Source: an optimization exercise on an open RTL-to-GDS flow (aim: small area). Production flows keep margins and buffers that such runs may drop.
RTL that was checked went through simulation tests only; none was proved equivalent to the original.
No functional check of the RTL was part of run 3.
Power figures rest on the tool's default switching activity, not on a simulated workload.

==> flow/design.v <==
module DIGITAL_CLOCK(
	RESETN, CLK,
	KEY,
	LCD_RS, LCD_RW,
	LCD_DATA, PIEZO
);
input RESETN, CLK;
input [4:0] KEY;
output reg LCD_RS, LCD_RW;
output reg [7:0] LCD_DATA;
output wire PIEZO;
wire rst = !RESETN;
localparam OP_MENU = 3'd1, OP_SETV = 3'd2, OP_SETC = 3'd3, OP_CANC = 3'd4,
           OP_INC = 3'd5, OP_DEC = 3'd6, OP_TOG = 3'd7, OP_NOP = 3'd0;
reg [14:0] kcnt;
reg [1:0] ph;           
reg [2:0] op;           
reg [3:0] mode;         
reg meridian, ae;
wire k_menu = (KEY == 5'b10000);
wire k_set = (KEY == 5'b01000);
wire k_cancel = (KEY == 5'b00100);
wire k_up = (KEY == 5'b00010);
wire k_down = (KEY == 5'b00001);
wire kvalid = k_menu | k_set | k_cancel | k_up | k_down;
wire m_view = (mode[2:0] == 3'd0);
wire setc = (op == OP_SETC);
wire setting_ok = setc & ph[1];                  
wire s_or_as = setc & (ph[1] ^ ph[0]);           
wire kterm = (kcnt == 15'd23269);
wire act = kvalid & !setting_ok & kterm;
reg [2:0] eff_op;
always @(*) begin
	eff_op = OP_NOP;
	if (k_menu) eff_op = OP_MENU;
	if (k_set) eff_op = m_view ? OP_SETV : OP_SETC;
	if (k_cancel) eff_op = m_view ? OP_TOG : OP_CANC;
	if (k_up) eff_op = m_view ? OP_NOP : OP_INC;
	if (k_down) eff_op = m_view ? OP_NOP : OP_DEC;
end
always @(posedge CLK) begin
	if (rst) kcnt <= 0;
	else if (!setting_ok && kvalid) kcnt <= kterm ? 15'd0 : {kcnt[13:0], ~(kcnt[14] ^ kcnt[13])};
end
always @(posedge CLK) begin
	if (rst) ph <= 2'd0;
	else if (act) ph <= 2'd1;
	else if (ph != 2'd0) ph <= ph + 2'd1;
	if (act) op <= eff_op;
end
always @(posedge CLK) begin
	if (rst) begin
		meridian <= 1'b0;
		ae <= 1'b0;
	end else if (act && k_cancel && m_view) begin
		if (mode[3]) ae <= !ae;
		else meridian <= !meridian;
	end
end
reg [2:0] fnext;
always @(*) begin
	fnext = mode[2:0];
	case (op)
		OP_MENU: if (mode[3]) fnext = (mode[2:0] == 3'd3) ? 3'd1 : mode[2:0] + 3'd1;
		         else fnext = (mode[2:0] == 3'd6) ? 3'd1 : mode[2:0] + 3'd1;
		OP_SETV: fnext = 3'd1;
		OP_SETC, OP_CANC: fnext = 3'd0;
		default: ;
	endcase
end
always @(posedge CLK) begin
	if (rst) begin
		mode <= 4'd0;
	end else begin
		if (ph == 2'd1) begin
			mode[2:0] <= (op == OP_MENU && m_view) ? 3'd0 : fnext;
			if (op == OP_MENU && m_view) mode[3] <= !mode[3];
		end
	end
end
wire flip_ctl = (op == OP_SETV) | (op == OP_SETC) | (op == OP_CANC);    
wire ph2 = (ph == 2'd2);
wire alarm_d1 = mode[3] ^ (ph2 & (op == OP_MENU) & m_view);
wire cont_start = !m_view ^ (ph2 & flip_ctl);                           
wire ctl_d1 = (!mode[3] & !m_view) ^ (ph2 & flip_ctl & !mode[3]);       
wire ctl_d2 = (!mode[3] & !m_view) ^ (ph[1] & flip_ctl & !mode[3]);     
wire merp = meridian ^ ((ph == 2'd1) & (op == OP_TOG) & !mode[3]);
wire aep = ae ^ ((ph == 2'd1) & (op == OP_TOG) & mode[3]);
reg [16:0] tcnt;
wire tick_d2 = (tcnt == 17'd117024);
always @(posedge CLK) begin
	if (rst) tcnt <= 17'd98304;
	else if ((ph == 2'd3) && setc) tcnt <= 17'd65536;
	else if (tick_d2) tcnt <= 0;
	else tcnt <= {tcnt[15:0], ~(tcnt[16] ^ tcnt[14])};
end
reg [5:0] k_sec, k_min;
reg [4:0] k_hour, k_day;
reg [6:0] k_year;
reg [3:0] k_mon;
reg [5:0] a_sec, a_min;
reg [4:0] a_hour;
reg [5:0] r_sec, r_min;
reg [4:0] r_hour, r_day;
reg [6:0] r_year;
reg [3:0] r_mon;
reg [6:0] e_val, e_hi, e_lo;
always @(*) begin
	case (mode[2:0])
		3'd1: begin e_val = mode[3] ? {2'd0, a_hour} : {2'd0, k_hour}; e_hi = 7'd23; e_lo = 7'd0; end
		3'd2: begin e_val = mode[3] ? {1'd0, a_min} : {1'd0, k_min}; e_hi = 7'd59; e_lo = 7'd0; end
		3'd3: begin e_val = mode[3] ? {1'd0, a_sec} : {1'd0, k_sec}; e_hi = 7'd59; e_lo = 7'd0; end
		3'd4: begin e_val = k_year; e_hi = 7'd99; e_lo = 7'd0; end
		3'd5: begin e_val = {3'd0, k_mon}; e_hi = 7'd12; e_lo = 7'd1; end
		default: begin e_val = {2'd0, k_day}; e_hi = 7'd31; e_lo = 7'd1; end
	endcase
end
wire e_up = (op == OP_INC);
wire [6:0] e_res = e_up ? ((e_val == e_hi) ? e_lo : e_val + 7'd1)
                        : ((e_val == e_lo) ? e_hi : e_val - 7'd1);
wire e_step = (op == OP_INC) | (op == OP_DEC);
wire k_edit = (ph == 2'd3) & e_step & !mode[3];
wire a_edit = (ph == 2'd2) & e_step & mode[3];
wire a_clr = (ph == 2'd2) & (op == OP_CANC) & mode[3];
reg [5:0] kn_sec, kn_min;
reg [4:0] kn_hour, kn_day;
reg [6:0] kn_year;
reg [3:0] kn_mon;
always @(*) begin
	kn_sec = k_sec; kn_min = k_min; kn_hour = k_hour;
	kn_day = k_day; kn_mon = k_mon; kn_year = k_year;
	if (k_edit) case (mode[2:0])
		3'd1: kn_hour = e_res[4:0];
		3'd2: kn_min = e_res[5:0];
		3'd3: kn_sec = e_res[5:0];
		3'd4: kn_year = e_res;
		3'd5: kn_mon = e_res[3:0];
		default: kn_day = e_res[4:0];
	endcase
end
reg [5:0] an_sec, an_min;
reg [4:0] an_hour;
always @(*) begin
	an_sec = a_sec; an_min = a_min; an_hour = a_hour;
	if (a_clr) begin
		an_sec = 6'd0; an_min = 6'd0; an_hour = 5'd0;
	end else if (a_edit) case (mode[2:0])
		3'd1: an_hour = e_res[4:0];
		3'd2: an_min = e_res[5:0];
		default: an_sec = e_res[5:0];
	endcase
end
wire r_load = (ph == 2'd3) & setc & !mode[3];
wire s59 = (r_sec == 6'd59);
wire m59 = (r_min == 6'd59);
wire h23 = (r_hour == 5'd23);
wire d31 = (r_day == 5'd31);
wire mo12 = (r_mon == 4'd12);
reg [5:0] rn_sec, rn_min;
reg [4:0] rn_hour, rn_day;
reg [6:0] rn_year;
reg [3:0] rn_mon;
always @(*) begin
	rn_sec = r_sec; rn_min = r_min; rn_hour = r_hour;
	rn_day = r_day; rn_mon = r_mon; rn_year = r_year;
	if (r_load) begin
		rn_sec = k_sec; rn_min = k_min; rn_hour = k_hour;
		rn_day = k_day; rn_mon = k_mon; rn_year = k_year;
	end else if (tick_d2) begin
		rn_sec = s59 ? 6'd0 : r_sec + 6'd1;
		if (s59) rn_min = m59 ? 6'd0 : r_min + 6'd1;
		if (s59 && m59) rn_hour = h23 ? 5'd0 : r_hour + 5'd1;
		if (s59 && m59 && h23) rn_day = d31 ? 5'd1 : r_day + 5'd1;
		if (s59 && m59 && h23 && d31) rn_mon = r_mon + 4'd1;
		if (s59 && m59 && h23 && d31 && mo12) rn_year = (r_year == 7'd99) ? 7'd0 : r_year + 7'd1;
	end
end
always @(posedge CLK) begin
	if (rst) begin
		k_sec <= 6'd1; k_min <= 6'd0; k_hour <= 5'd0;
		k_year <= 7'd16; k_mon <= 4'd1; k_day <= 5'd1;
		a_sec <= 6'd0; a_min <= 6'd0; a_hour <= 5'd0;
		r_sec <= 6'd0; r_min <= 6'd0; r_hour <= 5'd0;
		r_year <= 7'd16; r_mon <= 4'd1; r_day <= 5'd1;
	end else begin
		k_sec <= kn_sec; k_min <= kn_min; k_hour <= kn_hour;
		k_year <= kn_year; k_mon <= kn_mon; k_day <= kn_day;
		a_sec <= an_sec; a_min <= an_min; a_hour <= an_hour;
		r_sec <= rn_sec; r_min <= rn_min; r_hour <= rn_hour;
		r_year <= rn_year; r_mon <= rn_mon; r_day <= rn_day;
	end
end
wire [5:0] d_sec = ctl_d2 ? k_sec : r_sec;
wire [5:0] d_min = ctl_d2 ? k_min : r_min;
wire [4:0] d_hour = ctl_d2 ? k_hour : r_hour;
wire [6:0] d_year = ctl_d2 ? k_year : r_year;
wire [3:0] d_mon = ctl_d2 ? k_mon : r_mon;
wire [4:0] d_day = ctl_d2 ? k_day : r_day;
wire eqp = ({d_hour, d_min, d_sec} == {a_hour, a_min, a_sec});
reg [21:0] ccnt;
reg stopp, doingp;
wire cterm = (ccnt == 22'd3906453);
wire doing = (aep & eqp) | (!stopp & doingp);
always @(posedge CLK) begin
	if (rst) begin
		ccnt <= 0;
		stopp <= 1'b0;
		doingp <= 1'b0;
	end else begin
		if (doingp) begin
			ccnt <= cterm ? 22'd0 : {ccnt[20:0], ~(ccnt[21] ^ ccnt[20])};
			if (cterm) stopp <= 1'b1;
		end else
			stopp <= 1'b0;
		doingp <= doing;
	end
end
reg [14:0] pcnt;
reg [6:0] ord;        
reg [7:0] snd_cnt;    
reg buff;
wire pterm = (pcnt == 15'd25566);
wire [2:0] note;
assign note[0] = (ord == 7'd1) | (ord == 7'd2) | (ord == 7'd5) | (ord == 7'd6) | (ord == 7'd9) | (ord == 7'd11) | (ord == 7'd13) | (ord == 7'd25) | (ord == 7'd33) | (ord == 7'd34) | (ord == 7'd37) | (ord == 7'd38) | (ord == 7'd41) | (ord == 7'd43) | (ord == 7'd45) | (ord == 7'd53) | (ord == 7'd54) | (ord == 7'd57) | (ord == 7'd58) | (ord == 7'd59) | (ord == 7'd60);
assign note[1] = (ord == 7'd3) | (ord == 7'd4) | (ord == 7'd5) | (ord == 7'd6) | (ord == 7'd7) | (ord == 7'd8) | (ord == 7'd17) | (ord == 7'd19) | (ord == 7'd21) | (ord == 7'd35) | (ord == 7'd36) | (ord == 7'd37) | (ord == 7'd38) | (ord == 7'd39) | (ord == 7'd40) | (ord == 7'd49) | (ord == 7'd51) | (ord == 7'd55) | (ord == 7'd56) | (ord == 7'd57) | (ord == 7'd58) | (ord == 7'd59) | (ord == 7'd60);
assign note[2] = (ord == 7'd27) | (ord == 7'd29);
wire snd_ge = (note == 3'd0) | ((note == 3'd1) & (snd_cnt >= 8'd151)) |
              ((note == 3'd2) & (snd_cnt >= 8'd169)) | ((note == 3'd3) & (snd_cnt >= 8'd190)) |
              ((note == 3'd4) & (snd_cnt >= 8'd127));
wire snd_hit = ae & snd_ge;
always @(posedge CLK) begin
	if (rst) begin
		pcnt <= 0;
		ord <= 7'd0;
		snd_cnt <= 8'd0;
		buff <= 1'b0;
	end else begin
		if (pterm) begin
			pcnt <= 0;
			ord <= (ord == 7'd68) ? 7'd2 : ord + 7'd1;
		end else
			pcnt <= {pcnt[13:0], ~(pcnt[14] ^ pcnt[13])};
		if (snd_hit) snd_cnt <= 8'd0;
		else if (snd_cnt != 8'd255) snd_cnt <= snd_cnt + 8'd1;
		if (snd_hit && doing) buff <= !buff;
	end
end
assign PIEZO = buff;
reg [14:0] bcnt;
reg blink;
wire bterm = (bcnt == 15'd30649);
always @(posedge CLK) begin
	if (rst) begin
		bcnt <= 0;
		blink <= 1'b0;
	end else if (cont_start) begin
		if (bterm) begin
			bcnt <= 0;
			blink <= !blink;
		end else
			bcnt <= {bcnt[13:0], ~(bcnt[14] ^ bcnt[13])};
	end else
		blink <= 1'b0;
end
reg [4:0] f_h;    
reg [5:0] f_m;    
reg [5:0] f_s;    
reg [6:0] f_y;    
reg [4:0] f_mo;   
reg [4:0] f_d;    
reg ap;
wire [2:0] f = mode[2:0];
wire al = mode[3];
reg [4:0] hc;
reg [5:0] mc, sc;
reg [6:0] yc;
reg [4:0] moc, dc;
always @(*) begin
	hc = f_h; mc = f_m; sc = f_s; yc = f_y; moc = f_mo; dc = f_d;
	if (m_view) begin
		hc = al ? a_hour : d_hour;
		mc = al ? a_min : d_min;
		sc = al ? a_sec : d_sec;
		yc = al ? 7'd127 : d_year;
		moc = al ? 5'd16 : {1'b0, d_mon};
		dc = al ? 5'd0 : d_day;
	end else begin
		if (f == 3'd1) hc = blink ? 5'd31 : (al ? a_hour : d_hour);
		if (f == 3'd2 && blink) hc = al ? a_hour : d_hour;
		if (f == 3'd2) mc = blink ? 6'd63 : (al ? a_min : d_min);
		if (f == 3'd3 && blink) mc = al ? a_min : d_min;
		if (f == 3'd3) sc = blink ? 6'd63 : (al ? a_sec : d_sec);
		if (((!al && f == 3'd4) || (al && f == 3'd1)) && blink) sc = al ? a_sec : d_sec;
		if (!al && f == 3'd4) yc = blink ? 7'd127 : d_year;
		if (!al && f == 3'd5 && blink) yc = d_year;
		if (!al && f == 3'd5) moc = blink ? 5'd16 : {1'b0, d_mon};
		if (!al && f == 3'd6 && blink) moc = {1'b0, d_mon};
		if (!al && f == 3'd6) dc = blink ? 5'd0 : d_day;
		if (!al && f == 3'd1 && blink) dc = d_day;
	end
end
wire h_blank = (hc == 5'd31);
wire pm = (d_hour >= 5'd12);
always @(posedge CLK) begin
	f_h <= (meridian && !h_blank && pm) ? d_hour - 5'd12 : hc;
	f_m <= mc; f_s <= sc; f_y <= yc; f_mo <= moc; f_d <= dc;
	if (meridian && !h_blank) ap <= pm;
end
reg [7:0] lseq;
wire lloop = lseq[7] & lseq[6];
wire [4:0] lcnt5 = lseq[4:0];
always @(posedge CLK) begin
	if (rst) lseq <= 8'd0;
	else if (lseq == 8'd163) lseq <= 8'd192;
	else if (lloop && lcnt5 == 5'd17) lseq <= {2'b11, !lseq[5], 5'd0};
	else lseq <= lseq + 8'd1;
end
wire s_fset = !lloop && (lseq > 8'd70) && (lseq <= 8'd101);
wire s_disp = !lloop && (lseq > 8'd101) && (lseq <= 8'd132);
wire s_emode = !lloop && (lseq > 8'd132);
localparam C_SP = 5'd10, C_COL = 5'd11, C_A = 5'd12, C_P = 5'd13, C_M = 5'd14, C_Y = 5'd15,
           C_D = 5'd16, C_BELL = 5'd17, C_SET = 5'd18, C_NOTE = 5'd19, C_INIT = 5'd20,
           C_FSET = 5'd21, C_DISP = 5'd22, C_EMODE = 5'd23, C_L1 = 5'd24, C_L2 = 5'd25;
wire line2 = lseq[5];
wire [4:0] lc = lcnt5;
reg [6:0] fv;
reg fblank, ftens, isdig;
reg [4:0] ch;
always @(*) begin
	fv = 7'd0; fblank = 1'b0; ftens = 1'b0; isdig = 1'b1; ch = C_SP;
	case ({line2, lc})
		{1'b0, 5'd2}, {1'b0, 5'd3}: begin fv = {2'd0, f_h}; fblank = (f_h[4] & f_h[3]); end
		{1'b0, 5'd5}, {1'b0, 5'd6}: begin fv = {1'd0, f_m}; fblank = (f_m[5:2] == 4'hf); end
		{1'b0, 5'd8}, {1'b0, 5'd9}: begin fv = {1'd0, f_s}; fblank = (f_s[5:2] == 4'hf); end
		{1'b1, 5'd4}, {1'b1, 5'd5}: begin fv = f_y; fblank = (f_y[6:4] == 3'h7); end
		{1'b1, 5'd7}, {1'b1, 5'd8}: begin fv = {3'd0, f_mo[3:0]}; fblank = f_mo[4]; end
		{1'b1, 5'd10}, {1'b1, 5'd11}: begin fv = {2'd0, f_d}; fblank = (f_d == 5'd0); end
		default: isdig = 1'b0;
	endcase
	case ({line2, lc})
		{1'b0, 5'd2}, {1'b0, 5'd5}, {1'b0, 5'd8}, {1'b1, 5'd4}, {1'b1, 5'd7}, {1'b1, 5'd10}: ftens = 1'b1;
		default: ftens = 1'b0;
	endcase
	case ({line2, lc})
		{1'b0, 5'd4}, {1'b0, 5'd7}: ch = C_COL;
		{1'b0, 5'd11}: ch = merp ? (ap ? C_P : C_A) : C_SP;
		{1'b0, 5'd12}: ch = merp ? C_M : C_SP;
		{1'b0, 5'd14}: ch = alarm_d1 ? C_BELL : C_SP;
		{1'b0, 5'd15}: ch = cont_start ? C_SET : C_SP;
		{1'b1, 5'd2}: ch = alarm_d1 ? C_SP : 5'd2;
		{1'b1, 5'd3}: ch = alarm_d1 ? C_SP : 5'd0;
		{1'b1, 5'd6}: ch = alarm_d1 ? C_SP : C_Y;
		{1'b1, 5'd9}: ch = alarm_d1 ? C_SP : C_M;
		{1'b1, 5'd12}: ch = alarm_d1 ? C_SP : C_D;
		{1'b1, 5'd14}: ch = doingp ? C_NOTE : C_SP;
		{1'b1, 5'd15}: ch = aep ? C_BELL : C_SP;
		default: ch = C_SP;
	endcase
end
function [7:0] bcd7;
	input [6:0] b;
	integer i;
	reg [7:0] r;
	begin
		r = 8'd0;
		for (i = 6; i >= 0; i = i - 1) begin
			if (r[3:0] >= 4'd5) r[3:0] = r[3:0] + 4'd3;
			if (r[7:4] >= 4'd5) r[7:4] = r[7:4] + 4'd3;
			r = {r[6:0], b[i]};
		end
		bcd7 = r;
	end
endfunction
wire [7:0] fbcd = bcd7(fv);
wire [3:0] digit = ftens ? fbcd[7:4] : fbcd[3:0];
wire [4:0] chr = isdig ? (fblank ? C_SP : {1'b0, digit}) : ch;
reg [4:0] lcd;
always @(posedge CLK) begin
	if (rst) lcd <= C_INIT;
	else begin
		if (lloop) begin
			if (lcnt5 == 5'd0) lcd <= line2 ? C_L2 : C_L1;
			else if (lcnt5 <= 5'd16) lcd <= chr;
			else lcd <= C_SP;
		end else if (s_fset) lcd <= C_FSET;
		else if (s_disp) lcd <= C_DISP;
		else if (s_emode) lcd <= C_EMODE;
		else lcd <= C_INIT;
	end
end
always @(*) begin
	LCD_RS = 1'b1;
	LCD_RW = 1'b0;
	case (lcd)
		C_SP: LCD_DATA = 8'h20;
		C_COL: LCD_DATA = 8'h3a;
		C_A: LCD_DATA = 8'h41;
		C_P: LCD_DATA = 8'h50;
		C_M: LCD_DATA = 8'h4d;
		C_Y: LCD_DATA = 8'h59;
		C_D: LCD_DATA = 8'h44;
		C_BELL: LCD_DATA = 8'h98;
		C_SET: LCD_DATA = 8'ha9;
		C_NOTE: LCD_DATA = 8'h91;
		C_INIT: begin LCD_RW = 1'b1; LCD_DATA = 8'h00; end
		C_FSET: begin LCD_RS = 1'b0; LCD_DATA = 8'h3c; end
		C_DISP: begin LCD_RS = 1'b0; LCD_DATA = 8'h0c; end
		C_EMODE: begin LCD_RS = 1'b0; LCD_DATA = 8'h06; end
		C_L1: begin LCD_RS = 1'b0; LCD_DATA = 8'h80; end
		C_L2: begin LCD_RS = 1'b0; LCD_DATA = 8'hc0; end
		default: LCD_DATA = {4'h3, lcd[3:0]};
	endcase
end
endmodule
==> flow/flow/run.sh <==
#!/bin/bash
# Own flow: the standard synthesis, then the combinational cells re-mapped by stronger
# ABC scripts (flip-flops untouched; the smallest result is kept), then the standard
# layout of that netlist with small port buffers and a clock tree without dummy loads.
set -euo pipefail
W=$(pwd)
R=$W/orfs/results/${FLOW_PLATFORM}/DIGITAL_CLOCK/base
YOSYS=$FLOW_HOME/../tools/install/yosys/bin/yosys
[ -x "$YOSYS" ] || YOSYS=yosys

bash standard.sh synth > std_synth.log 2>&1
cp "$R/1_2_yosys.v" "$W/std_synth_netlist.v"

export REOPT_LIB=$FLOW_HOME/platforms/${FLOW_PLATFORM}/lib/sky130_fd_sc_hd__tt_025C_1v80.lib
export REOPT_IN=$W/std_synth_netlist.v
grep -oE '^\s*sky130_fd_sc_hd__\w*df\w*\s+\S+' "$REOPT_IN" | sort > ff_std.txt
best=""
best_area=""
for i in 1 2 3 4 5; do
  export REOPT_OUT=$W/reopt_netlist_$i.v
  export REOPT_ABC=$W/flow/reopt$i.abc
  if "$YOSYS" -c "$W/flow/reopt.tcl" > reopt_$i.log 2>&1; then
    # the flip-flops must be exactly the standard synthesis's
    grep -oE '^\s*sky130_fd_sc_hd__\w*df\w*\s+\S+' "$REOPT_OUT" | sort > ff_reopt_$i.txt
    if cmp -s ff_std.txt ff_reopt_$i.txt; then
      a=$(awk '/Chip area/ {print $NF}' "$REOPT_OUT.stat")
      echo "reopt $i: $a" >> reopt_choice.log
      if [ -z "$best" ] || awk -v a="$a" -v b="$best_area" 'BEGIN {exit !(a < b)}'; then
        best=$REOPT_OUT
        best_area=$a
      fi
    fi
  fi
done
[ -n "$best" ]
echo "kept $best ($best_area)" >> reopt_choice.log
cp "$best" "$R/1_2_yosys.v"
touch "$R/1_2_yosys.v"

# port buffers: the smallest buffer; clock tree: small buffers, no dummy loads
export BUFFER_PORTS_ARGS="-buffer_cell sky130_fd_sc_hd__buf_1"
export CTS_ARGS="-sink_clustering_enable -repair_clock_nets -dont_use_dummy_load -buf_list {sky130_fd_sc_hd__clkbuf_4} -sink_clustering_size 10 -sink_clustering_max_diameter 35"
bash standard.sh > std_layout.log 2>&1
==> flow/flow/reopt.tcl <==
# Re-map the combinational cells of the standard synthesis netlist with a stronger ABC
# script. Flip-flops stay the same instances (names and cell types): they are made black
# boxes before the netlist is flattened, so only the logic between them changes.
yosys -import
set lib $::env(REOPT_LIB)
read_liberty -overwrite -ignore_miss_func -setattr liberty_cell $lib
foreach m [split [string trim [tee -q -s result.string select -list-mod A:liberty_cell]] "\n"] {
  if {[regexp {__(df|edf|sdf|dl|sdl|einv|ebuf|conb|tap|fill|decap|diode)} $m]} { blackbox $m }
}
read_verilog -overwrite $::env(REOPT_IN)
hierarchy -top DIGITAL_CLOCK
flatten
opt_clean -purge
set du {}
foreach c {sky130_fd_sc_hd__probe_p_8 sky130_fd_sc_hd__probec_p_8 sky130_fd_sc_hd__lpflow_bleeder_1 sky130_fd_sc_hd__lpflow_clkbufkapwr_1 sky130_fd_sc_hd__lpflow_clkbufkapwr_16 sky130_fd_sc_hd__lpflow_clkbufkapwr_2 sky130_fd_sc_hd__lpflow_clkbufkapwr_4 sky130_fd_sc_hd__lpflow_clkbufkapwr_8 sky130_fd_sc_hd__lpflow_clkinvkapwr_1 sky130_fd_sc_hd__lpflow_clkinvkapwr_16 sky130_fd_sc_hd__lpflow_clkinvkapwr_2 sky130_fd_sc_hd__lpflow_clkinvkapwr_4 sky130_fd_sc_hd__lpflow_clkinvkapwr_8 sky130_fd_sc_hd__lpflow_decapkapwr_12 sky130_fd_sc_hd__lpflow_decapkapwr_3 sky130_fd_sc_hd__lpflow_decapkapwr_4 sky130_fd_sc_hd__lpflow_decapkapwr_6 sky130_fd_sc_hd__lpflow_decapkapwr_8 sky130_fd_sc_hd__lpflow_inputiso0n_1 sky130_fd_sc_hd__lpflow_inputiso0p_1 sky130_fd_sc_hd__lpflow_inputiso1n_1 sky130_fd_sc_hd__lpflow_inputiso1p_1 sky130_fd_sc_hd__lpflow_inputisolatch_1 sky130_fd_sc_hd__lpflow_isobufsrc_1 sky130_fd_sc_hd__lpflow_isobufsrc_16 sky130_fd_sc_hd__lpflow_isobufsrc_2 sky130_fd_sc_hd__lpflow_isobufsrc_4 sky130_fd_sc_hd__lpflow_isobufsrc_8 sky130_fd_sc_hd__lpflow_isobufsrckapwr_16 sky130_fd_sc_hd__lpflow_lsbuf_lh_hl_isowell_tap_1 sky130_fd_sc_hd__lpflow_lsbuf_lh_hl_isowell_tap_2 sky130_fd_sc_hd__lpflow_lsbuf_lh_hl_isowell_tap_4 sky130_fd_sc_hd__lpflow_lsbuf_lh_isowell_4 sky130_fd_sc_hd__lpflow_lsbuf_lh_isowell_tap_1 sky130_fd_sc_hd__lpflow_lsbuf_lh_isowell_tap_2 sky130_fd_sc_hd__lpflow_lsbuf_lh_isowell_tap_4} { lappend du -dont_use $c }
abc -script $::env(REOPT_ABC) -liberty $lib {*}$du
select -assert-none t:$*
opt_clean -purge
hilomap -singleton -hicell sky130_fd_sc_hd__conb_1 HI -locell sky130_fd_sc_hd__conb_1 LO
splitnets
opt_clean -purge
tee -o $::env(REOPT_OUT).stat stat -liberty $lib
write_verilog -noattr -nohex -nodec $::env(REOPT_OUT)
==> flow/flow/reopt1.abc <==
strash
dch -f
map -a
mfs2
strash
dch -f
amap
topo
==> flow/flow/reopt2.abc <==
strash
ifraig
dc2
strash
dch -f
map -a
mfs2
strash
dch -f
amap
topo
==> flow/flow/reopt3.abc <==
strash
dch -f
map -a
mfs2
strash
dch -f
map -a
mfs2
strash
dch -f
amap
topo
==> flow/flow/reopt4.abc <==
strash
dch -f
map -a
mfs2
strash
dch -f
map -a
mfs2
strash
dch -f
map -a
mfs2
strash
dch -f
amap
topo
==> flow/flow/reopt5.abc <==
strash
dc2
dch -f
map -a
mfs2
strash
dch -f
map -a
mfs2
strash
dch -f
amap
topo
==> flow/standard.sh <==
#!/bin/bash
# synth_recipe.tcl (not shown) runs the flow's synth.tcl, then flattens the netlist and writes it again
# the make line also repeats each setting of config.mk as NAME=value (left out here)
make -C /OpenROAD-flow-scripts/flow DESIGN_CONFIG=/design/flow/config.mk WORK_HOME=/design/flow/orfs CLKGATE_MAP_FILE= SYNTH_SCRIPT=/design/flow/synth_recipe.tcl "${@:-finish}"
==> flow/config.mk <==
export PLATFORM = sky130hd
export DESIGN_NAME = DIGITAL_CLOCK
export DESIGN_NICKNAME = DIGITAL_CLOCK
export VERILOG_FILES = /design/flow/design.v
export SDC_FILE = /design/flow/constraint.sdc
export NUM_CORES = 4
export LEC_CHECK = 0
export ABC_AREA = 1
export CAP_MARGIN = 10
export CORE_MARGIN = 2
export CORE_UTILIZATION = 70
export GPL_TIMING_DRIVEN = 0
export SLEW_MARGIN = 10
==> flow/constraint.sdc <==
create_clock -name core_clock -period 10.0 [get_ports {CLK}]
set_input_delay 2.0000 -clock core_clock [delete_from_list [all_inputs] [get_ports {CLK}]]
set_output_delay 2.0000 -clock core_clock [all_outputs]
set_load 0.01 [all_outputs]
==> results.ini, run 1 <==
[routing]
wl_per_cell_um=18.0
totalWireLength_um=32100
drc=0
drt_iter0_drc=1355
vias=11800
first_pass_iters=7
vias_per_cell=6.60
antenna_left=0

[sta]
max_freq_mhz=134
rsz0062_at_grt=false
setup-violations-final=0
hold_ws_ps=386
slew_headroom_pct=8.89
report.final.slew_viol_count=0
fin_crit_sh_pct=74.9
skew_ps=97.3
fin_tns_setup_ps=0
fin_crit_ps=7490
worstMarginPinSlew_ps=1370
hold_viol_final=0

[finish]
drive_above_1_share_pct=3.07
final_core_util_pct=75.5
area_growth_pct=6.05
layout.nets=1574
stdcell_area_mm2=0.0125

[grt]
grt_max_degree=49
grt_overflow=0
gr-usage-all-layers_pct=36.0
gr-usage-met3_pct=6.58
gr-max-usage-layer=met2
grt_pass1_wl_um=52200
gr-usage-met2_pct=55.6
antenna_found_initial=1
first_global_vias=10700
grt_use_met1_pct=48.5

[cts]
clock_latency_ps=690
numClockSinks=245
cts_made_buffers=39
clkTransAtPathRegs_ps=100
cts-root-buf=clkbuf_4
cts_setup_buffers=0
cts_buffer_depth=3
htreeDepth=2
ctsHoldBuffers=0
cts_resized=0
cts_tree=done

[worst_hold_path]
hold_class=reg -> reg
holdPathStages=2

[worst_setup_path]
worstSetupStartpoint=mode[2]$_SDFFE_PN0P_
rr_worst_depth=19
crit_end=buff$_SDFFE_PN0P_
crit_fanout=28
rrSetupSlack_ps=2510
crit_required_ps=10560
cp-end-kind=flop
r2r_start=mode[2]$_SDFFE_PN0P_
cp.arrival_ps=8050
critPathKind=reg -> reg
timing.critical_path.from_type=flop
r2r_end=buff$_SDFFE_PN0P_

[floorplan]
die_h_um=134
die_w_um=134
die-area_mm2=0.0179
ios=18
coreArea_mm2=0.0165
initial_utilization_pct=71.2
rows=47

[synth]
synth.net_count=1513
syn_area_per_cell_um2=7.81
netlist_instances=1506
netlist_area_mm2=0.0118
yosysWarnings=1

[flow_run]
max_cap_violations=0

[place]
gp_congestion=1.04
port-buffer-count=17
placed_cell_area_mm2=0.0122
dp_hpwl_um=23100

[power_and_ir_drop]
p_leak_uw=0.00411
vdd_drop_max_mv=0.113
finalPower_uw=1610
cellPowerDensity_mw_per_mm2=129

[status]
run_status=finished clean

-- worst min path at each step --
stage                             from                 end
floorplan           tcnt[0]$_SDFF_PP0_  tcnt[1]$_SDFF_PP0_
global placement    tcnt[7]$_SDFF_PP0_  tcnt[8]$_SDFF_PP0_
detailed placement  tcnt[0]$_SDFF_PP0_  tcnt[1]$_SDFF_PP0_
CTS                 pcnt[4]$_SDFF_PP0_  pcnt[5]$_SDFF_PP0_
global route        pcnt[4]$_SDFF_PP0_  pcnt[5]$_SDFF_PP0_
finish              pcnt[4]$_SDFF_PP0_  pcnt[5]$_SDFF_PP0_
-- per-stage QoR --
stage | instances | setup WS, ps
6_report | 1786 | 2510
5_1_grt | 1786 | 2240
4_1_cts | 1785 | 2910
3_5_place_dp | 1746 | 2950
3_3_place_gp | 1743 | -125
2_1_floorplan | 1506 | 3150
-- power breakdown --
| part | switching [uW] | internal [uW] | leakage [uW] |
|---|---|---|---|
| Clock | 320 | 179 | 0.000179 |
| Sequential | 8.64 | 1010 | 0.00209 |
| Combinational | 69.6 | 25.6 | 0.00184 |
-- state kept, by name (all words and copies together), names as in the netlist, 8 cells and up --
| signal | flops |
|---|---|
| ccnt | 22 |
| bcnt | 15 |
| pcnt | 15 |
| snd_cnt | 8 |
| lseq | 8 |
| kcnt | 15 |
| tcnt | 17 |
-- final cells by class --
class                           count  area (um^2)
Antenna cell                        1         2.50
Clock buffer                       39          293
Fill cell                        1297         4050
Inverter                          240          902
Multi-Input combinational cell   1021         5650
Sequential cell                   245         5240
Tap cell                          220          275
Timing Repair Buffer               20          120
-- cells in the final DEF, fill, tap and decap left out, types with 33 or more instances in the layout --
master	instances
nor2_1	298
clkinv_1	239
dfxtp_1	212
nand2_1	97
o21ai_0	80
a21oi_1	76
o22ai_1	69
nor3_1	47
a211oi_1	46
clkbuf_4	39
edfxtp_1	33
-- critical path, stage by stage (launching register included) --
cell and delay [ps]:
dfxtp_1 540, clkinv_1 180, nand2_1 210, clkinv_1 270, nor3_1 530, nand2_1 340, nor2_1 460, clkinv_1 540
o21ai_2 690, buf_8 260, clkinv_1 700, o22ai_1 660, o22a_1 180, o221ai_1 130, a2111oi_0 510, nand4_1 240
o32a_1 380, nor4_1 280, nor2_1 70, a211oi_1 200
-- per-layer routing --
| layer | part of all wire [%] | up-vias |
|---|---|---|
| met5 | 0 | - |
| met4 | 4.7 | 0 |
| met3 | 9.1 | 131 |
| met2 | 44 | 611 |
| met1 | 42 | 5404 |
| li1 | - | 5633 |
==> inputs of run 2 (changes only) <==
--- a/flow/config.mk
+++ b/flow/config.mk
@@ -9,5 +9,5 @@
 export CAP_MARGIN = 10
 export CORE_MARGIN = 2
-export CORE_UTILIZATION = 70
+export CORE_UTILIZATION = 75
 export GPL_TIMING_DRIVEN = 0
 export SLEW_MARGIN = 10
==> run 2 against run 1 <==
Net effect: count of clock-buffer cells in the layout up 1; flip-flop and latch count unchanged; still clean on timing, DRC and antenna; synthesized cell count unchanged.
==> results.ini, run 2 <==
[worst_setup_path]
cp.arrival_ps=7980  ; -70 ps
crit_fanout=28  ; unchanged
rr_worst_depth=20  ; +1
cp-end-kind=flop
rrSetupSlack_ps=2590  ; +80 ps
r2r_end=buff$_SDFFE_PN0P_
timing.critical_path.from_type=flop
crit_required_ps=10580  ; +20 ps
critPathKind=reg -> reg
r2r_start=mode[2]$_SDFFE_PN0P_

[cts]
cts_tree=done
cts_resized=0  ; unchanged
clock_latency_ps=680  ; about the same
htreeDepth=2  ; unchanged
numClockSinks=245  ; unchanged
cts_buffer_depth=3  ; unchanged
cts_made_buffers=40  ; +2.6%
cts_setup_buffers=0  ; unchanged
cts-root-buf=clkbuf_4
ctsHoldBuffers=0  ; unchanged
clkTransAtPathRegs_ps=110  ; about the same

[sta]
rsz0062_at_grt=false
fin_crit_ps=7410  ; -79.2 ps
setup-violations-final=0  ; unchanged
slew_headroom_pct=14.3  ; +5.5 points
hold_viol_final=0  ; unchanged
fin_crit_sh_pct=74.1  ; -0.79 points
fin_tns_setup_ps=0  ; unchanged
worstMarginPinSlew_ps=1270  ; -95.3 ps
max_freq_mhz=135  ; +1.1%
hold_ws_ps=399  ; +13.5 ps
report.final.slew_viol_count=0  ; unchanged
skew_ps=91.0  ; -6.28 ps

[floorplan]
coreArea_mm2=0.0153  ; -7.7%
ios=18  ; unchanged
rows=45  ; -4.3%
die_w_um=129  ; -3.3%
die_h_um=129  ; -3.3%
die-area_mm2=0.0167  ; -6.5%
initial_utilization_pct=77.1  ; +5.9 points

[worst_hold_path]
holdPathStages=2  ; unchanged
hold_class=reg -> reg
hp-start=pcnt[2]$_SDFF_PP0_
holdPathEnd=pcnt[3]$_SDFF_PP0_

[power_and_ir_drop]
p_leak_uw=0.00411  ; -0.12%
power_switching_uw=405  ; +1.6%
cellPowerDensity_mw_per_mm2=130  ; +0.79%
seqPwrFrac_pct=62.8  ; -0.3 points
combPwrFrac_pct=5.9  ; about the same
pwr-share-clk_pct=31.3  ; +0.3 points
vdd_drop_max_mv=0.119  ; +5.1%
p_int_uw=1220  ; +0.31%
p_sw_share_pct=24.9  ; +0.23 points

[synth]
netlist_instances=1506  ; unchanged
synth.net_count=1513  ; unchanged
syn_area_per_cell_um2=7.81  ; unchanged
yosysWarnings=1  ; unchanged
netlist_area_mm2=0.0118  ; unchanged

[grt]
first_global_vias=10900  ; +2.2%
grt_max_degree=50  ; +2.0%
grt_pass1_wl_um=53100  ; +1.7%
grt_overflow=0  ; unchanged
gr-usage-all-layers_pct=40.0  ; +4.0 points
antenna_found_initial=2  ; +1

[place]
port-buffer-count=17  ; unchanged
dp.cells=1736  ; -0.57%
gp_congestion=1.03  ; -0.72%
placed_cell_area_mm2=0.0121  ; -0.31%
dp_hpwl_um=24500  ; +6.3%

[finish]
drive_above_1_share_pct=3.07  ; unchanged
instances_no_fill=1778  ; -0.45%
stdcell_area_mm2=0.0125  ; -0.17%
area_growth_pct=5.87
layout.nets=1574  ; unchanged
regMostFlops=ccnt
reg_top3=ccnt (22), tcnt (17)
final_cell_mix=298 x nor2_1, 239 x clkinv_1, 212 x dfxtp_1
largest_reg_flops=22  ; unchanged
layout_commonest_cell=nor2_1

[status]
run_status=finished clean

[flow_run]
max_cap_violations=0  ; unchanged

[routing]
first_pass_iters=6  ; -1
drc=0  ; unchanged
vias=12100  ; +2.9%
drt_iter0_drc=1380  ; +1.8%
wl_per_cell_um=18.9  ; +5.2%
totalWireLength_um=33600  ; +4.7%
vias_per_cell=6.81  ; +3.3%
antenna_left=0  ; unchanged

==> run 2: changes by cell type in the layout (fill, tap and decap cells not counted) <==
cell,delta
clkbuf_4,+1
buf_12,-1
diode_2,+1
==> run 2: worst max-delay path by stage <==
stage / end / slack (ps) / from / depth (start not counted)
4_1_cts: buff$_SDFFE_PN0P_ / 3090 / mode[2]$_SDFFE_PN0P_ / 20
3_5_place_dp: buff$_SDFFE_PN0P_ / 3120 / mode[2]$_SDFFE_PN0P_ / 20
5_1_grt: buff$_SDFFE_PN0P_ / 2390 / mode[2]$_SDFFE_PN0P_ / 20
6_report: buff$_SDFFE_PN0P_ / 2590 / mode[2]$_SDFFE_PN0P_ / 20
3_3_place_gp: buff$_SDFFE_PN0P_ / 30 / mode[2]$_SDFFE_PN0P_ / 19
2_1_floorplan: buff$_SDFFE_PN0P_ / 3150 / mode[2]$_SDFFE_PN0P_ / 19
==> run 2: worst max-delay path: stages, from the launching register on <==
cell       delay (ps)
dfxtp_1           510
clkinv_1          160
nand2_1           210
clkinv_1          280
nor3_1            490
nand2_1           350
nor2_1            430
clkinv_1          580
o21ai_2           630
buf_8             250
clkinv_1          670
o22ai_1           680
o22ai_1           130
a221oi_1          300
o211ai_1          140
a211oi_1          240
o2111ai_1         160
o32a_1            440
nor4_1            310
nor2_1             90
a211oi_1          250
==> run 2: final cells by class <==
type | count | area, um^2
timing repair buffer | 19 | 100
inverter | 240 | 902
antenna | 2 | 5.00
sequential | 245 | 5240
multi-input combinational | 1021 | 5650
clock buffer | 40 | 300
tap | 211 | 264
fill | 992 | 2800
==> run 2: power groups by stage <==
stage | registers [uW] | logic, uW | clock network, uW
floorplan | 1040 | 59.8 | 0
global placement | 1040 | 86.8 | 0
detailed placement | 1040 | 90.4 | 0
CTS | 1020 | 91.3 | 506
global route | 1020 | 102 | 550
finish | 1020 | 95.1 | 509
==> run 2: per-layer routing <==
metal / up-vias / wire length (um) / track usage, %
met3: 134 / 3850 / 8.34
met5: - / 0 / 0
met4: 0 / 1320 / 15.9
li1: 5640 / - / -
met2: 806 / 15200 / 64.5
met1: 5537 / 13300 / 53.1
==> run 2: per-stage QoR <==
stage	setup WS (ps)	util (%)	power (uW)
after floorplan	3150	-	1100
after global placement	34.4	79.3	1130
after detailed placement	3120	79.5	1130
after CTS	3090	81.5	1620
after global routing	2390	81.6	1670
final	2590	81.6	1620
==> inputs of run 3 (changes only) <==
--- a/flow/design.v
+++ b/flow/design.v
@@ -324,35 +324,32 @@
 wire line2 = lseq[5];
 wire [4:0] lc = lcnt5;
-reg [6:0] fv;
-reg fblank, ftens, isdig;
+wire [5:0] lp = {line2, lc};
+wire sel_h = (lp == 6'd2) | (lp == 6'd3);
+wire sel_m = (lp == 6'd5) | (lp == 6'd6);
+wire sel_s = (lp == 6'd8) | (lp == 6'd9);
+wire sel_y = (lp == 6'd36) | (lp == 6'd37);
+wire sel_mo = (lp == 6'd39) | (lp == 6'd40);
+wire sel_d = (lp == 6'd42) | (lp == 6'd43);
+wire isdig = sel_h | sel_m | sel_s | sel_y | sel_mo | sel_d;
+wire ftens = (lp == 6'd2) | (lp == 6'd5) | (lp == 6'd8) | (lp == 6'd36) | (lp == 6'd39) | (lp == 6'd42);
+wire [6:0] fv = ({7{sel_h}} & {2'd0, f_h}) | ({7{sel_m}} & {1'd0, f_m}) | ({7{sel_s}} & {1'd0, f_s}) |
+                ({7{sel_y}} & f_y) | ({7{sel_mo}} & {3'd0, f_mo[3:0]}) | ({7{sel_d}} & {2'd0, f_d});
+wire fblank = (sel_h & f_h[4] & f_h[3]) | (sel_m & (f_m[5:2] == 4'hf)) | (sel_s & (f_s[5:2] == 4'hf)) |
+              (sel_y & (f_y[6:4] == 3'h7)) | (sel_mo & f_mo[4]) | (sel_d & (f_d == 5'd0));
 reg [4:0] ch;
 always @(*) begin
-	fv = 7'd0; fblank = 1'b0; ftens = 1'b0; isdig = 1'b1; ch = C_SP;
-	case ({line2, lc})
-		{1'b0, 5'd2}, {1'b0, 5'd3}: begin fv = {2'd0, f_h}; fblank = (f_h[4] & f_h[3]); end
-		{1'b0, 5'd5}, {1'b0, 5'd6}: begin fv = {1'd0, f_m}; fblank = (f_m[5:2] == 4'hf); end
-		{1'b0, 5'd8}, {1'b0, 5'd9}: begin fv = {1'd0, f_s}; fblank = (f_s[5:2] == 4'hf); end
-		{1'b1, 5'd4}, {1'b1, 5'd5}: begin fv = f_y; fblank = (f_y[6:4] == 3'h7); end
-		{1'b1, 5'd7}, {1'b1, 5'd8}: begin fv = {3'd0, f_mo[3:0]}; fblank = f_mo[4]; end
-		{1'b1, 5'd10}, {1'b1, 5'd11}: begin fv = {2'd0, f_d}; fblank = (f_d == 5'd0); end
-		default: isdig = 1'b0;
-	endcase
-	case ({line2, lc})
-		{1'b0, 5'd2}, {1'b0, 5'd5}, {1'b0, 5'd8}, {1'b1, 5'd4}, {1'b1, 5'd7}, {1'b1, 5'd10}: ftens = 1'b1;
-		default: ftens = 1'b0;
-	endcase
-	case ({line2, lc})
-		{1'b0, 5'd4}, {1'b0, 5'd7}: ch = C_COL;
-		{1'b0, 5'd11}: ch = merp ? (ap ? C_P : C_A) : C_SP;
-		{1'b0, 5'd12}: ch = merp ? C_M : C_SP;
-		{1'b0, 5'd14}: ch = alarm_d1 ? C_BELL : C_SP;
-		{1'b0, 5'd15}: ch = cont_start ? C_SET : C_SP;
-		{1'b1, 5'd2}: ch = alarm_d1 ? C_SP : 5'd2;
-		{1'b1, 5'd3}: ch = alarm_d1 ? C_SP : 5'd0;
-		{1'b1, 5'd6}: ch = alarm_d1 ? C_SP : C_Y;
-		{1'b1, 5'd9}: ch = alarm_d1 ? C_SP : C_M;
-		{1'b1, 5'd12}: ch = alarm_d1 ? C_SP : C_D;
-		{1'b1, 5'd14}: ch = doingp ? C_NOTE : C_SP;
-		{1'b1, 5'd15}: ch = aep ? C_BELL : C_SP;
+	case (lp)
+		6'd4, 6'd7: ch = C_COL;
+		6'd11: ch = merp ? (ap ? C_P : C_A) : C_SP;
+		6'd12: ch = merp ? C_M : C_SP;
+		6'd14: ch = alarm_d1 ? C_BELL : C_SP;
+		6'd15: ch = cont_start ? C_SET : C_SP;
+		6'd34: ch = alarm_d1 ? C_SP : 5'd2;
+		6'd35: ch = alarm_d1 ? C_SP : 5'd0;
+		6'd38: ch = alarm_d1 ? C_SP : C_Y;
+		6'd41: ch = alarm_d1 ? C_SP : C_M;
+		6'd44: ch = alarm_d1 ? C_SP : C_D;
+		6'd46: ch = doingp ? C_NOTE : C_SP;
+		6'd47: ch = aep ? C_BELL : C_SP;
 		default: ch = C_SP;
 	endcase
--- a/flow/flow/run.sh
+++ b/flow/flow/run.sh
@@ -17,5 +17,5 @@
 best=""
 best_area=""
-for i in 1 2 3 4 5; do
+for i in 1 2 3; do
   export REOPT_OUT=$W/reopt_netlist_$i.v
   export REOPT_ABC=$W/flow/reopt$i.abc
@@ -40,4 +40,4 @@
 # port buffers: the smallest buffer; clock tree: small buffers, no dummy loads
 export BUFFER_PORTS_ARGS="-buffer_cell sky130_fd_sc_hd__buf_1"
-export CTS_ARGS="-sink_clustering_enable -repair_clock_nets -dont_use_dummy_load -buf_list {sky130_fd_sc_hd__clkbuf_4} -sink_clustering_size 10 -sink_clustering_max_diameter 35"
+export CTS_ARGS="-sink_clustering_enable -repair_clock_nets -dont_use_dummy_load -buf_list {sky130_fd_sc_hd__clkbuf_4} -sink_clustering_size 8 -sink_clustering_max_diameter 30"
 bash standard.sh > std_layout.log 2>&1
--- a/flow/config.mk
+++ b/flow/config.mk
@@ -7,7 +7,7 @@
 export LEC_CHECK = 0
 export ABC_AREA = 1
-export CAP_MARGIN = 10
+export CAP_MARGIN = 20
 export CORE_MARGIN = 2
-export CORE_UTILIZATION = 75
+export CORE_UTILIZATION = 70
 export GPL_TIMING_DRIVEN = 0
-export SLEW_MARGIN = 10
+export SLEW_MARGIN = 20
removed: flow/flow/reopt4.abc
removed: flow/flow/reopt5.abc
==> run 3 against run 2 <==
Net effect: largest power group unchanged; still clean; non-clock buffer count is 3 higher; maximum frequency up 23%; sequential power about the same; first-iteration DRC count grew 0.58%; worst hold slack gained 25 ps; critical path depth down 7; combinational power is 58% lower.
==> results.ini, run 3 <==
[worst_setup_path]
crit_required_ps=10510  ; -70 ps
crit_fanout=42  ; +50%
rrSetupSlack_ps=3970  ; +1370 ps
crit_end=r_year[6]$_SDFFE_PN0P_
cp-end-kind=flop
r2r_start=mode[3]$_SDFFE_PN0P_
rr_worst_depth=13  ; -35%
r2r_end=r_year[6]$_SDFFE_PN0P_
critPathKind=reg -> reg
timing.critical_path.from_type=flop
cp.arrival_ps=6540  ; -1440 ps
worstSetupStartpoint=mode[3]$_SDFFE_PN0P_

[sta]
fin_ws_ps=3970  ; +1370 ps
fin_tns_setup_ps=0  ; unchanged
setup-violations-final=0  ; unchanged
max_freq_mhz=166  ; +23%
hold_ws_ps=424  ; +24.6 ps
fin_crit_sh_pct=60.3  ; -14 points
hold_viol_final=0  ; unchanged
rsz0062_at_grt=false
report.final.slew_viol_count=0  ; unchanged
slew_headroom_pct=17.9  ; +3.5 points
skew_ps=92.0  ; +1.01 ps
fin_crit_ps=6030  ; -1370 ps
worstMarginPinSlew_ps=1230  ; -43.3 ps

[finish]
drive_above_1_share_pct=3.97  ; +0.91 points
largest_reg_flops=22  ; unchanged
final_cell_mix=304 x nor2_1, 224 x clkinv_1, 211 x dfxtp_1
area_growth_pct=6.84
final_core_util_pct=76.4  ; -5.3 points
reg_top3=ccnt (22), tcnt (17)
regArea_mm2=0.00524  ; about the same
multi_input_area_mm2=0.00580  ; +2.7%
regMostFlops=ccnt
layout.nets=1594  ; +1.3%
layout_commonest_cell=nor2_1
fillers=1260  ; +27%

[grt]
first_global_vias=11000  ; +0.69%
gr-usage-all-layers_pct=36.7  ; -3.3 points
grt_pass1_wl_um=53800  ; +1.3%
grt_max_degree=96  ; +92%
grt_overflow=0  ; unchanged
antenna_found_initial=2  ; unchanged

[routing]
drt_iter0_drc=1388  ; +0.58%
vias=12000  ; -0.88%
vias_per_cell=6.65  ; -2.5%
antenna_left=0  ; unchanged
first_pass_iters=9  ; +3
wl_per_cell_um=18.3  ; -3.4%
drc=0  ; unchanged
totalWireLength_um=33000  ; -1.9%

[floorplan]
die-area_mm2=0.0180  ; +7.7%
initial_utilization_pct=71.5  ; -5.6 points
rows=47  ; +4.4%
coreArea_mm2=0.0166  ; +8.7%
ios=18  ; unchanged
die_w_um=134  ; +3.8%
die_h_um=134  ; +3.8%

[worst_hold_path]
hold_class=reg -> reg
holdPathStages=2  ; unchanged

[cts]
ctsHoldBuffers=0  ; unchanged
cts_buffer_depth=3  ; unchanged
cts_resized=0  ; unchanged
clkTransAtPathRegs_ps=70  ; -40 ps
cts_tree=done
clock_latency_ps=690  ; about the same
cts_setup_buffers=0  ; unchanged
htreeDepth=2  ; unchanged
numClockSinks=245  ; unchanged
cts-root-buf=clkbuf_4
cts_made_buffers=48  ; +20%

[synth]
yosysWarnings=1  ; unchanged
syn_area_per_cell_um2=7.82  ; +0.16%
synth.net_count=1522  ; +0.59%
netlist_area_mm2=0.0119  ; +0.76%
netlist_instances=1515  ; +0.60%

[power_and_ir_drop]
finalPower_uw=1600  ; -1.7%
cellPowerDensity_mw_per_mm2=126  ; -3.3%
vdd_drop_max_mv=0.126  ; +6.1%
p_leak_uw=0.00415  ; +0.97%

[place]
gp_congestion=1.00  ; -2.8%
dp_hpwl_um=23600  ; -3.8%
port-buffer-count=17  ; unchanged
post-place-ws_ps=1830  ; -1290 ps

[status]
run_status=finished clean

[flow_run]
max_cap_violations=0  ; unchanged

run 3: cell count changes in the layout (fill, tap and decap cells not counted), moves of 8 or more:
cell      delta
clkinv_1    -15
a21oi_1     +12
nor3_1      +10
nand4_1      -9
a32oi_1      +8
clkbuf_4     +8
run 3: where the power goes:
part | switching, uW | internal [uW] | leakage [uW]
sequential | 3.38 | 998 | 0.00209
clock | 337 | 218 | 0.000221
combinational | 29.9 | 10.2 | 0.00184
total | 370 | 1230 | 0.00415
run 3: worst max-delay path, stage by stage, from the launching register on:
cell	delay [ps]
dfxtp_2	750
inv_2	480
nand2_1	800
inv_2	530
o21ai_0	900
nor2_1	320
o21ai_0	390
clkinv_1	240
nand2_1	230
clkinv_1	150
o21ai_1	420
clkinv_1	320
o21ai_0	260
a31oi_1	70
run 3: layout make-up:
cell class	count	share of cell area, %
well taps	220	2.17
inverters	227	6.77
diodes	2	0.0395
multi-input cells	1043	45.8
clock buffers	48	2.85
repair buffers	22	1.01
flip-flops and latches	245	41.3
run 3: per-layer routing:
layer / up-vias / global-route usage [%] / wire length [um]
li1: 5724 / - / -
met1: 5476 / 49.5 / 13700
met2: 645 / 56.6 / 14400
met3: 165 / 7.18 / 3170
met4: 0 / 18.2 / 1790
met5: - / 0 / 0
run 3: stage by stage:
stage,area [um^2],cells
finish,12700,1807
global placement,12200,1752
detailed placement,12300,1757
CTS,12600,1805
global route,12700,1806
floorplan,11900,1515
run 3: worst min path at each step:
stage                     endpoint                start  slack, ps
2_1_floorplan   pcnt[2]$_SDFF_PP0_   pcnt[1]$_SDFF_PP0_        400
3_3_place_gp   pcnt[13]$_SDFF_PP0_  pcnt[12]$_SDFF_PP0_        410
3_5_place_dp    pcnt[1]$_SDFF_PP0_   pcnt[0]$_SDFF_PP0_        410
4_1_cts         pcnt[2]$_SDFF_PP0_   pcnt[1]$_SDFF_PP0_        430
5_1_grt        pcnt[12]$_SDFF_PP0_  pcnt[11]$_SDFF_PP0_        440
6_report        tcnt[7]$_SDFF_PP0_   tcnt[6]$_SDFF_PP0_        420

afterwards: timing with drivers on the ports:
No port has a modelled driver above. Below, the same layouts with a new extraction and two added sets of constraints.
Step 1, drivers: a clkbuf_16 drives CLK and a buf_2 each remaining input, both assumed.
Step 2 moves the port delays by t, midway between the first and last clock arrival at a register: inputs arrive t later, outputs are due t later. That takes back most of the time a late clock gives input paths.
Three values: ideal, step 1, step 2; two values: the first two.
| run | t, ns | setup slack, ns | slew at the worst register clock pin (ns) |
|---|---|---|---|
| run 1 | 0.684 | 2.514 / 2.514 / 2.514 | 0.11 / 0.11 |
| run 2 | 0.673 | 2.593 / 2.593 / 2.593 | 0.11 / 0.11 |
| run 3 | 0.690 | 3.966 / 3.966 / 3.966 | 0.09 / 0.09 |
After both steps setup and hold are still met in every run listed.
